What follows belongs to an exercise in optimizing a design on an open flow for small area, a short achievable clock period and few clock cycles; a production flow would make more cautious choices. Function was checked by simulation only, so behaviour that the tests miss may differ from the original. No activity file was given, so power comes from the tool's default toggle rates.

$ cat design/flow/design.v
`timescale 1ns / 1ps
module mips_core (
    input clk,                      
    input reset,                    
    output [29:0] imem_addr,
    input  [31:0] imem_rdata,
    output        dmem_re,          
    output        dmem_we,          
    output [29:0] dmem_addr,        
    output [31:0] dmem_wdata,
    output [3:0]  dmem_be,          
    input  [31:0] dmem_rdata,       
    input         dmem_stall        
);
wire stall = dmem_stall;
localparam OP_ADD  = 4'd0,
           OP_SUB  = 4'd1,
           OP_AND  = 4'd2,
           OP_OR   = 4'd3,
           OP_XOR  = 4'd4,
           OP_NOR  = 4'd5,
           OP_SLT  = 4'd6,
           OP_SLTU = 4'd7,
           OP_SLL  = 4'd8,
           OP_SRL  = 4'd9,
           OP_SRA  = 4'd10,
           OP_CLZ  = 4'd11,
           OP_CLO  = 4'd12;
localparam B_REG = 2'd0, B_SEXT = 2'd1, B_ZEXT = 2'd2, B_LUI = 2'd3;
reg  [31:0] pc;
reg  [31:0] d_ins;       
reg  [31:0] d_pc4;
reg         d_v;         
reg  [31:0] e_a, e_b;    
reg  [15:0] e_imm;
reg  [1:0]  e_bsel;
reg  [3:0]  e_op;
reg         e_shvar;
reg         e_ovf, e_movn, e_movz;
reg         e_we, e_load, e_store;
reg  [2:0]  e_mtype;
reg  [4:0]  e_rd;
reg         e_fa, e_fb;
reg  [31:0] m_res;       
reg  [31:0] m_sd;
reg  [3:0]  m_be;
reg  [4:0]  m_rd;
reg         m_we, m_load, m_store;
reg  [2:0]  m_ltype;
wire [1:0] ma = m_res[1:0];
reg  [31:0] ld;
reg  [3:0]  lbe;         
reg  [7:0]  lbyte;
reg  [15:0] lhalf;
always @(*) begin
    case (ma)
    2'd0: lbyte = dmem_rdata[7:0];
    2'd1: lbyte = dmem_rdata[15:8];
    2'd2: lbyte = dmem_rdata[23:16];
    default: lbyte = dmem_rdata[31:24];
    endcase
    lhalf = ma[1] ? dmem_rdata[31:16] : dmem_rdata[15:0];
    lbe = 4'b1111;
    case (m_ltype)
    3'd0: ld = {{24{lbyte[7]}}, lbyte};
    3'd1: ld = {24'd0, lbyte};
    3'd2: ld = {{16{lhalf[15]}}, lhalf};
    3'd3: ld = {16'd0, lhalf};
    3'd4: ld = dmem_rdata;
    3'd5: begin    
        ld = dmem_rdata << {ma, 3'b000};
        lbe = 4'b1111 << ma;
    end
    default: begin    
        ld = dmem_rdata >> {~ma, 3'b000};
        lbe = 4'b1111 >> ~ma;
    end
    endcase
end
wire [3:0]  wbe = m_load ? lbe : 4'b1111;
wire [31:0] wd  = m_load ? ld : m_res;
wire        wen = m_we;
reg  [31:1] rv;
wire [32*32-1:0] rflat;
assign rflat[31:0] = 32'd0;
genvar gi;
generate
for (gi = 1; gi < 32; gi = gi + 1) begin : R
    reg [31:0] r;
    wire sel = wen & (m_rd == gi);
    wire keep = rv[gi];
    always @(posedge clk) begin
        if (sel & (wbe[0] | ~keep)) r[7:0]   <= wbe[0] ? wd[7:0]   : 8'd0;
        if (sel & (wbe[1] | ~keep)) r[15:8]  <= wbe[1] ? wd[15:8]  : 8'd0;
        if (sel & (wbe[2] | ~keep)) r[23:16] <= wbe[2] ? wd[23:16] : 8'd0;
        if (sel & (wbe[3] | ~keep)) r[31:24] <= wbe[3] ? wd[31:24] : 8'd0;
    end
    assign rflat[gi*32 +: 32] = r;
end
endgenerate
always @(posedge clk) begin
    if (reset) rv <= 31'd0;
    else if (wen) rv[m_rd] <= 1'b1;
end
function [31:0] rdport;
    input [31:1] a;      
    input [32*32-1:0] rf;
    input [31:1] v;
    integer k;
    begin
        rdport = 32'd0;
        for (k = 1; k < 32; k = k + 1)
            rdport = rdport | ({32{a[k] & v[k]}} & rf[k*32 +: 32]);
    end
endfunction
wire [31:0] pc4 = pc + 32'd4;
wire [31:0] pc8 = pc + 32'd8;
wire [5:0]  fop = imem_rdata[31:26];
wire f_j  = (fop == 6'h02) | (fop == 6'h03);
wire f_br = (fop == 6'h01) | (fop == 6'h04) | (fop == 6'h05) | (fop == 6'h06) |
            (fop == 6'h07) | (fop == 6'h14);
wire [31:0] f_jt = {pc[31:28], imem_rdata[25:0], 2'b00};
wire [5:0] op = d_ins[31:26];
wire [5:0] fn = d_ins[5:0];
wire [4:0] rs = d_ins[25:21];
wire [4:0] rt = d_ins[20:16];
wire [4:0] rdf = d_ins[15:11];
reg        i_we;         
reg  [1:0] i_dst;        
reg        i_use_rs, i_use_rt;
reg  [3:0] i_op;
reg  [1:0] i_bsel;
reg        i_shvar;
reg        i_ovf, i_movn, i_movz;
reg        i_load, i_store;
reg  [2:0] i_mtype;
reg        i_zero;       
reg        i_jal;
reg        i_br;         
reg  [2:0] i_cond;       
reg        i_jr;
always @(*) begin
    i_we = 1'b0; i_dst = 2'd1; i_use_rs = 1'b0; i_use_rt = 1'b0;
    i_op = OP_ADD; i_bsel = B_REG; i_shvar = 1'b0;
    i_ovf = 1'b0; i_movn = 1'b0; i_movz = 1'b0;
    i_load = 1'b0; i_store = 1'b0; i_mtype = 3'd0;
    i_zero = 1'b0; i_jal = 1'b0; i_br = 1'b0; i_cond = 3'd0; i_jr = 1'b0;
    if (op == 6'h00) begin
        if (fn[5:4] == 2'b10) begin
            i_we = 1'b1; i_use_rs = 1'b1; i_use_rt = 1'b1;
            case (fn[3:0])
            4'h0: begin i_op = OP_ADD; i_ovf = 1'b1; end
            4'h1: i_op = OP_ADD;
            4'h2: begin i_op = OP_SUB; i_ovf = 1'b1; end
            4'h3: i_op = OP_SUB;
            4'h4: i_op = OP_AND;
            4'h5: i_op = OP_OR;
            4'h6: i_op = OP_XOR;
            4'h7: i_op = OP_NOR;
            4'ha: i_op = OP_SLT;
            default: i_op = OP_SLTU;
            endcase
        end
        else if (fn[5:3] == 3'b000) begin
            i_we = (d_ins != 32'd0);
            i_use_rt = 1'b1;
            i_shvar = fn[2] | (fn[0] & ~fn[1]);
            i_use_rs = i_shvar;
            i_op = (fn[1:0] == 2'b00) ? OP_SLL : (fn[1:0] == 2'b11) ? OP_SRA : OP_SRL;
        end
        else if (fn[5:3] == 3'b001) begin
            case (fn[2:0])
            3'b000: begin i_jr = 1'b1; i_use_rs = 1'b1; end
            3'b011: begin i_we = 1'b1; i_movn = 1'b1; i_use_rt = 1'b1; end
            3'b010: begin i_we = 1'b1; i_movz = 1'b1; i_use_rt = 1'b1; end
            default: ;
            endcase
        end
        else if (fn[5:3] == 3'b010) begin
            i_we = ~fn[0]; i_zero = 1'b1;
        end
    end
    else if (op == 6'h01) begin
        i_br = 1'b1; i_use_rs = 1'b1;
        i_cond = d_ins[16] ? 3'd2 : 3'd3;
    end
    else if (op == 6'h1c) begin
        i_we = 1'b1;
        if (fn[5]) begin
            i_use_rs = 1'b1;
            i_op = fn[0] ? OP_CLO : OP_CLZ;
        end
        else i_zero = 1'b1;    
    end
    else if (op[5:3] == 3'b100) begin
        i_we = 1'b1; i_dst = 2'd0; i_use_rs = 1'b1; i_load = 1'b1; i_bsel = B_SEXT;
        case (op[2:0])
        3'b100: i_mtype = 3'd1;
        3'b001: i_mtype = 3'd2;
        3'b101: i_mtype = 3'd3;
        3'b011: i_mtype = 3'd4;
        3'b010: i_mtype = 3'd5;
        3'b110: i_mtype = 3'd6;
        default: i_mtype = 3'd0;
        endcase
    end
    else if (op[5:3] == 3'b101) begin
        i_use_rs = 1'b1; i_use_rt = 1'b1; i_store = 1'b1; i_bsel = B_SEXT;
        case (op[2:0])
        3'b001: i_mtype = 3'd1;
        3'b011: i_mtype = 3'd2;
        3'b010: i_mtype = 3'd3;
        3'b110: i_mtype = 3'd4;
        default: i_mtype = 3'd0;
        endcase
    end
    else if (op[5:3] == 3'b001) begin
        i_we = 1'b1; i_dst = 2'd0; i_use_rs = 1'b1;
        case (op[2:0])
        3'b000: begin i_op = OP_ADD;  i_bsel = B_SEXT; i_ovf = 1'b1; end
        3'b001: begin i_op = OP_ADD;  i_bsel = B_SEXT; end
        3'b010: begin i_op = OP_SLT;  i_bsel = B_SEXT; end
        3'b011: begin i_op = OP_SLTU; i_bsel = B_SEXT; end
        3'b100: begin i_op = OP_AND;  i_bsel = B_ZEXT; end
        3'b101: begin i_op = OP_OR;   i_bsel = B_ZEXT; end
        3'b110: begin i_op = OP_XOR;  i_bsel = B_ZEXT; end
        default: begin i_op = OP_ADD; i_bsel = B_LUI; end    
        endcase
    end
    else if (op == 6'h04 || op == 6'h14) begin
        i_br = 1'b1; i_use_rs = 1'b1; i_use_rt = 1'b1; i_cond = 3'd0;
    end
    else if (op == 6'h05) begin
        i_br = 1'b1; i_use_rs = 1'b1; i_use_rt = 1'b1; i_cond = 3'd1;
    end
    else if (op == 6'h07) begin
        i_br = 1'b1; i_use_rs = 1'b1; i_cond = 3'd4;
    end
    else if (op == 6'h06) begin
        i_br = 1'b1; i_use_rs = 1'b1; i_cond = 3'd5;
    end
    else if (op == 6'h03) begin
        i_we = 1'b1; i_dst = 2'd2; i_jal = 1'b1; i_bsel = B_ZEXT;
    end
end
wire [4:0] i_rd = (i_dst == 2'd0) ? rt : (i_dst == 2'd1) ? rdf : 5'd31;
wire       i_wr = i_we & (i_rd != 5'd0);
wire [31:1] rs_oh, rt_oh;
generate
for (gi = 1; gi < 32; gi = gi + 1) begin : DEC
    assign rs_oh[gi] = (rs == gi);
    assign rt_oh[gi] = (rt == gi);
end
endgenerate
wire [31:0] g_rs = rdport(rs_oh, rflat, rv);
wire [31:0] g_rt = rdport(rt_oh, rflat, rv);
function [31:0] merge;
    input [31:0] old;
    input [31:0] nw;
    input [3:0]  be;
    begin
        merge[7:0]   = be[0] ? nw[7:0]   : old[7:0];
        merge[15:8]  = be[1] ? nw[15:8]  : old[15:8];
        merge[23:16] = be[2] ? nw[23:16] : old[23:16];
        merge[31:24] = be[3] ? nw[31:24] : old[31:24];
    end
endfunction
wire [31:0] v_rs = (m_we & (m_rd == rs)) ? merge(g_rs, wd, wbe) : g_rs;
wire [31:0] v_rt = (m_we & (m_rd == rt)) ? merge(g_rt, wd, wbe) : g_rt;
wire [31:0] b_rs = (m_we & ~m_load & (m_rd == rs)) ? m_res : g_rs;
wire [31:0] b_rt = (m_we & ~m_load & (m_rd == rt)) ? m_res : g_rt;
wire rs_eq_rt = (b_rs == b_rt);
wire rs_zero  = (b_rs == 32'd0);
wire rs_neg   = b_rs[31];
reg  br_taken;
always @(*) begin
    case (i_cond)
    3'd0: br_taken = rs_eq_rt;
    3'd1: br_taken = ~rs_eq_rt;
    3'd2: br_taken = ~rs_neg;
    3'd3: br_taken = rs_neg;
    3'd4: br_taken = ~rs_neg & ~rs_zero;
    default: br_taken = rs_neg | rs_zero;
    endcase
end
wire [31:0] br_target = d_pc4 + {{14{d_ins[15]}}, d_ins[15:0], 2'b00};
wire ex_rs = e_we & (e_rd == rs);
wire ex_rt = e_we & (e_rd == rt);
wire mem_ld_rs = m_we & m_load & (m_rd == rs);
wire mem_ld_rt = m_we & m_load & (m_rd == rt);
wire hz_load = d_v & e_load & ((i_use_rs & ex_rs) | (i_use_rt & ex_rt));
wire hz_br   = d_v & (i_br | i_jr) & ((i_use_rs & (ex_rs | mem_ld_rs)) | (i_use_rt & (ex_rt | mem_ld_rt)));
wire hz = hz_load | hz_br;
wire redirect = d_v & ~hz & (i_jr | (i_br & br_taken));
wire [31:0] target = i_jr ? b_rs : br_target;
wire fa = e_we & ~e_load & (e_rd == rs) & i_use_rs & ~i_jal & ~i_zero;
wire fb = e_we & ~e_load & (e_rd == rt) & i_use_rt & ~i_zero;
wire [31:0] xa = (e_fa & m_we) ? m_res : e_a;
wire [31:0] xr = (e_fb & m_we) ? m_res : e_b;    
reg  [31:0] xb;
always @(*) begin
    case (e_bsel)
    B_REG:  xb = xr;
    B_SEXT: xb = {{16{e_imm[15]}}, e_imm};
    B_ZEXT: xb = {16'd0, e_imm};
    default: xb = {e_imm, 16'd0};
    endcase
end
wire        x_sub = (e_op == OP_SUB) | (e_op == OP_SLT) | (e_op == OP_SLTU);
wire [31:0] xb2 = x_sub ? ~xb : xb;
wire [32:0] xsum = {1'b0, xa} + {1'b0, xb2} + {32'd0, x_sub};
wire        x_of = (xa[31] == xb2[31]) & (xa[31] != xsum[31]);
wire        x_lt = (e_op == OP_SLTU) ? ~xsum[32] : (xsum[31] ^ x_of);
wire [4:0]  x_sh = e_shvar ? xa[4:0] : e_imm[10:6];
function [31:0] rev32;
    input [31:0] v;
    integer i;
    begin
        for (i = 0; i < 32; i = i + 1) rev32[i] = v[31 - i];
    end
endfunction
wire        x_left = (e_op == OP_SLL);
wire        x_fill = (e_op == OP_SRA) & xr[31];
wire [31:0] x_s0 = x_left ? rev32(xr) : xr;
wire [31:0] x_s1 = x_sh[0] ? {x_fill, x_s0[31:1]} : x_s0;
wire [31:0] x_s2 = x_sh[1] ? {{2{x_fill}}, x_s1[31:2]} : x_s1;
wire [31:0] x_s3 = x_sh[2] ? {{4{x_fill}}, x_s2[31:4]} : x_s2;
wire [31:0] x_s4 = x_sh[3] ? {{8{x_fill}}, x_s3[31:8]} : x_s3;
wire [31:0] x_s5 = x_sh[4] ? {{16{x_fill}}, x_s4[31:16]} : x_s4;
wire [31:0] x_shout = x_left ? rev32(x_s5) : x_s5;
wire [31:0] x_clzin = (e_op == OP_CLO) ? ~xa : xa;
reg  [5:0]  x_clz;
integer ci;
always @(*) begin
    x_clz = 6'd32;
    for (ci = 0; ci < 32; ci = ci + 1)
        if (x_clzin[ci]) x_clz = 6'd31 - ci[5:0];
end
reg [31:0] x_res;
always @(*) begin
    case (e_op)
    OP_AND:  x_res = xa & xb;
    OP_OR:   x_res = xa | xb;
    OP_XOR:  x_res = xa ^ xb;
    OP_NOR:  x_res = ~(xa | xb);
    OP_SLT, OP_SLTU: x_res = {31'd0, x_lt};
    OP_SLL, OP_SRL, OP_SRA: x_res = x_shout;
    OP_CLZ, OP_CLO: x_res = {26'd0, x_clz};
    default: x_res = xsum[31:0];
    endcase
end
wire x_rz = (xr == 32'd0);
wire x_we = e_we & ~(e_ovf & x_of) & ~(e_movn & x_rz) & ~(e_movz & ~x_rz);
wire [1:0] xa2 = xsum[1:0];
reg [31:0] x_sd;
reg [3:0]  x_be;    
always @(*) begin
    case (e_mtype)
    3'd0: begin x_sd = xr << {xa2, 3'b000};        x_be = 4'b0001 << xa2; end       
    3'd1: begin x_sd = xr << {xa2[1], 4'b0000};    x_be = xa2[1] ? 4'b1100 : 4'b0011; end   
    3'd2: begin x_sd = xr;                         x_be = 4'b1111; end              
    3'd3: begin x_sd = xr >> {xa2, 3'b000};        x_be = 4'b1111 << xa2; end       
    default: begin x_sd = xr << {~xa2, 3'b000};    x_be = 4'b1111 >> ~xa2; end      
    endcase
end
always @(posedge clk) begin
    if (reset) pc <= 32'hf0000000;
    else if (~stall) begin
        if (redirect) pc <= target;
        else if (~hz) pc <= f_j ? f_jt : f_br ? pc8 : pc4;
    end
end
always @(posedge clk) begin
    if (reset) d_v <= 1'b0;
    else if (~stall) begin
        if (redirect) d_v <= 1'b0;
        else if (~hz) d_v <= 1'b1;
    end
end
always @(posedge clk) begin
    if (~stall & ~hz) begin
        d_ins <= imem_rdata;
    end
end
always @(posedge clk) begin
    if (~stall & ~hz) d_pc4 <= pc4;
end
always @(posedge clk) begin
    if (reset) begin
        e_we <= 1'b0; e_load <= 1'b0; e_store <= 1'b0;
        e_fa <= 1'b0; e_fb <= 1'b0;
    end
    else if (~stall) begin
        e_we    <= d_v & i_wr & ~hz;
        e_load  <= d_v & i_load & ~hz;
        e_store <= d_v & i_store & ~hz;
        e_fa    <= fa;
        e_fb    <= fb;
    end
end
always @(posedge clk) begin
    if (~stall) begin
        e_a     <= i_jal ? d_pc4 : (i_zero | i_movn | i_movz) ? 32'd0 : v_rs;
        e_b     <= i_zero ? 32'd0 : v_rt;
        e_imm   <= i_jal ? 16'd4 : d_ins[15:0];
        e_bsel  <= i_bsel;
        e_op    <= i_op;
        e_shvar <= i_shvar;
        e_ovf   <= i_ovf;
        e_movn  <= i_movn;
        e_movz  <= i_movz;
        e_mtype <= i_mtype;
        e_rd    <= i_rd;
    end
end
always @(posedge clk) begin
    if (reset) begin
        m_we <= 1'b0; m_load <= 1'b0; m_store <= 1'b0;
    end
    else if (~stall) begin
        m_we    <= x_we;
        m_load  <= e_load;
        m_store <= e_store;
    end
end
always @(posedge clk) begin
    if (~stall) begin
        m_res   <= x_res;
        m_sd    <= x_sd;
        m_be    <= x_be;
        m_rd    <= e_rd;
        m_ltype <= e_mtype;
    end
end
assign imem_addr  = pc[31:2];
assign dmem_re    = m_load;
assign dmem_we    = m_store;
assign dmem_addr  = m_res[31:2];
assign dmem_wdata = m_sd;
assign dmem_be    = m_be;
endmodule
$ cat design/flow/config.mk
export PLATFORM = sky130hd
export DESIGN_NAME = mips_core
export DESIGN_NICKNAME = mips_core
export VERILOG_FILES = /design/flow/design.v
export SDC_FILE = /design/flow/constraint.sdc
export NUM_CORES = 4
export LEC_CHECK = 0
export ABC_AREA = 1
export ABC_CLOCK_PERIOD_IN_PS = 3000
export CAP_MARGIN = 20
export CORE_MARGIN = 2
export CORE_UTILIZATION = 30
export PLACE_DENSITY = 0.5
export SETUP_SLACK_MARGIN = 5
export SLEW_MARGIN = 20
$ cat design/flow/constraint.sdc
create_clock -name core_clock -period 10.0 [get_ports {clk}]
set_input_delay 2.0000 -clock core_clock [delete_from_list [all_inputs] [get_ports {clk}]]
set_output_delay 2.0000 -clock core_clock [all_outputs]
set_load 0.01 [all_outputs]
$ cat design/flow/run.sh
#!/bin/bash
# synth_recipe.tcl (not shown) runs the flow's synth.tcl, then flattens the netlist and writes it again
# the make line also repeats each setting of config.mk as NAME=value (left out here)
make -C /OpenROAD-flow-scripts/flow DESIGN_CONFIG=/design/flow/config.mk WORK_HOME=/design/flow/orfs CLKGATE_MAP_FILE= SYNTH_SCRIPT=/design/flow/synth_recipe.tcl finish
==> results.txt <==
-- critical path: cells and delay by family, from the launching register on --
kind | cells | cell delay, ns
AO/OA/AOI/OAI | 2 | 0.38
buffers and inverters | 4 | 1.07
flip-flops | 1 | 0.29
AND/OR/NAND/NOR | 22 | 3.04
-- layout make-up --
type                            instances  share of cell area, %
Timing Repair Buffer                  562                   6.54
Tap cell                             3366                   4.58
Sequential cell                      1306                   41.9
Clock buffer                          187                   4.45
Antenna cell                           41                  0.112
Clock inverter                        100                   1.48
Multi-Input combinational cell       5852                   33.9
Inverter                             1704                   7.13
-- state kept, by name, summed over array words and instances, names as in the netlist, 2 cells and up, named ones only --
signal,count
R.r,992
d_ins,32
d_pc4,32
e_a,32
e_b,32
m_res,32
m_sd,32
pc,32
rv,31
e_imm,16
e_rd,5
m_rd,5
e_op,4
m_be,4
e_mtype,3
m_ltype,3
e_bsel,2
-- per-stage QoR --
step | utilization [%] | cells | hold WS [ns]
after floorplan | - | 9297 | 0.409
after global placement | 32.5 | 12600 | 0.416
after detailed placement | 32.5 | 12600 | 0.434
after CTS | 35.4 | 13000 | 0.435
after global routing | 36.2 | 13100 | 0.451
final | 36.2 | 13100 | 0.448
-- cell usage in the layout (no fill, tap or decap), drive strengths merged, types with 30 or more instances in the layout --
master         instances
nor3                  61
o2111ai               38
diode                 41
clkdlybuf4s50        163
inv                 1667
o22ai                831
clkinv                80
nand4                 97
clkinvlp              35
dfxtp                 76
edfxtp              1230
o21ai                785
clkbuf               198
buf                  385
a221oi                33
nand2               1784
a31oi                 30
a21oi                295
xor2                 122
nand3                304
ha                   143
nor2                1075
o221ai                33
o211ai                34
-- worst paths after layout --
path              slack [ns]                   to  cells after the start
hold reg to reg         0.45   d_pc4[0]$_DFFE_PP_                      0
setup / recovery        4.94  pc[30]$_SDFFE_PP1P_                     28
setup reg to reg        4.94  pc[30]$_SDFFE_PP1P_                     28
hold / removal          0.45   d_pc4[0]$_DFFE_PP_                      0
-- cells by family after synthesis --
family	Yosys count	synth area share, %
AOI/OAI and AO/OA	2174	16.6
and+or+nand+nor	3369	17.8
buffers and inverters	2146	11.1
muxes	7	0.0915
adders and majority gates	145	2.39
xor gates and xnor gates	150	1.72
DFF	1306	50.2
-- where the power goes --
group	total (mW)	leakage, nW	internal [mW]	switching, mW
sequential	6.43	12.0	6.26	0.175
clock	6.26	2.63	3.54	2.71
combinational	2.00	24.9	0.576	1.43
-- layer usage --
layer | up-vias | part of all wire, % | global-route usage (%) | wire (um)
met5 | - | 0.019 | 0 | 91
met4 | 12 | 7.9 | 21.9 | 38600
met3 | 1634 | 13 | 10.4 | 65400
met2 | 6876 | 40 | 50.3 | 193000
met1 | 38800 | 39 | 47.6 | 188000
li1 | 32100 | - | - | -
-- timing repair --
item,in CTS,in global routing
gates resized for setup,316,212
setup endpoints to repair,61,47
pin swaps,15,21
setup buffers,71,77
cloned,7,14
==> impl_results.md <==
* Worst R2R Start: rv[15]$_SDFFE_PP0P_
* CTS tree: yes
* Slowest stage delay, CP at 0.50 ns
* Clk Latency, worst-skew pair at 0.92 ns
* CP max FO at 27
* Static Leak at 39.5 nW
* Area of the multi-input gates at 0.0311 mm2
* Clock skew at 0.101 ns
* Share of the synthesized area in the top cell type at 48.3%
* Largest net degree at the start of global routing at 75
* Initial DRC count at 15000
* Synth warnings at 1
* Sink Count at 1306
* Num CTS Buffers at 157
* Root Buffer: clkbuf_16
* Area contributors post-synth: edfxtp_1 48%, nand2_1 8.7%, inv_1 8.1%
* Core ar. at 0.254 mm2
* Cell Area, Synth at 0.0765 mm2
* Fmax at 198 MHz
* Slowest CP cell: nand3_1
* Final critical-path setup slack at 4.94 ns
* ANT nets after route at 0
* Sequential cell area at 0.0385 mm2
* Die area at 0.259 mm2
* Number of global-route vias before repair at 71300
* DP Area at 0.0825 mm2
* Crit Path Class: reg2reg
* Hold_buf cts at 0
* Syn_nets at 9509
* Wire per inst at 37.0 um
* Synthesis-to-layout area growth at 20.1%
* RSZ-0062 raised after global routing: yes
* Max clock buf depth at 3
* Most common cell in the netlist: nand2_1
* Seq/Total Area, Yosys at 50.2%
* TNS Setup at 0 ns
* Synth unique cells at 66
* Commonest cells post-synth: 1765 x nand2_1, 1661 x inv_1, 1230 x edfxtp_1, 1064 x nor2_1, 831 x o22ai_1
* Status: no timing/DRC/antenna violations
* Drt total wl at 485 mm
* Clock Pin Slew Worst Setup and Hold Paths at 0.06 ns
* Hold path startpoint: pc[0]$_SDFFE_PP0P_
* Minimum clock period at 5.06 ns
* Post-DP HPWL at 332 mm
* Peak VDD IR at 0.182 mV
* Htree depth at 4
* Max Slew Vio Count at 0
* Cells after Synth at 9297
* PD cells at 160 mW/mm2
* Final Hold Fails at 0
* Gr ovfl total at 0
* Drc violations at 0
* Chip width at 509 um
* Nets@finish at 9795
* Final period util at 50.6%
* Max-cap violations at 0
* Total vias in the final route at 79400
* Number of port buffers at 164
* Rel. slew slack at 14.5%
* Filler cell count at 26100
* Die Y at 509 um
* CP most frequent cell: nand2_1
* GP Congestion at 1.04
* Worst min-delay path class: reg2reg
* Final Setup Violations at 0
* Initial Utilization at 30.1%
* First-pass GRT wire length at 629 mm
* Post-layout power at 14.7 mW
* CP Capture Type: flip-flop
* Crit. Startpoint: rv[15]$_SDFFE_PP0P_
* DR vias/cell at 6.05
* Pre-antenna DRT Iters at 9
* Worst Path Arrival at 5.71 ns
* Row count at 185
* Avg Inst Size Synth at 8.23 um2
* Setup WS pre-CTS at 3.40 ns
* Asr flop ratio synth at 0%
* Post-synth top area cell: edfxtp_1
* Post-synth EDFFs at 1230
* Tot GR Track Use at 35.6%
* Crit path required time at 10.65 ns
* Post-synth top flop: edfxtp_1
* I/O Pins at 165
* Least-Margin Pin Slew at 1.27 ns
* Finished Cell Area at 0.0919 mm2
* Number of synthesized register bits at 1306
* Initial antenna violation count at 45
* Share of cells above drive strength 1 at 10.1%
* Startpoint types: flip-flop
Testbench counts, summed over its fixed seeds: cycles 76,420.

==> re-timing with driven ports <==
The flow's constraints put no driver on any port. The routed layout listed below was extracted and timed again, unchanged, in two steps.
Step 1 sets driving cells, clkbuf_16 on the clock port and buf_2 on the other inputs (assumed; they add their load-dependent delay and slew).
Step 2 adds t to the input delays and takes it off the output delays; t is the mean of the earliest and latest rising clock arrival at the registers after step 1. Input paths then give back, and output paths get back, about the clock's delay inside the block.
a / b / c = ideal / step 1 / step 2; a / b = the first two.
shift t [ns]: 0.976
slack for setup (ns): 4.943 / 4.943 / 4.304
hold slack, ns: 0.448 / 0.448 / 0.448
worst register clock-pin slew, ns: 0.07 / 0.07
pins driven straight from the clock port: 1
After both steps setup and hold are still met in this run. For this run, drivers alone change the setup slack by 0.000 ns; drivers and shift together by -0.639 ns.
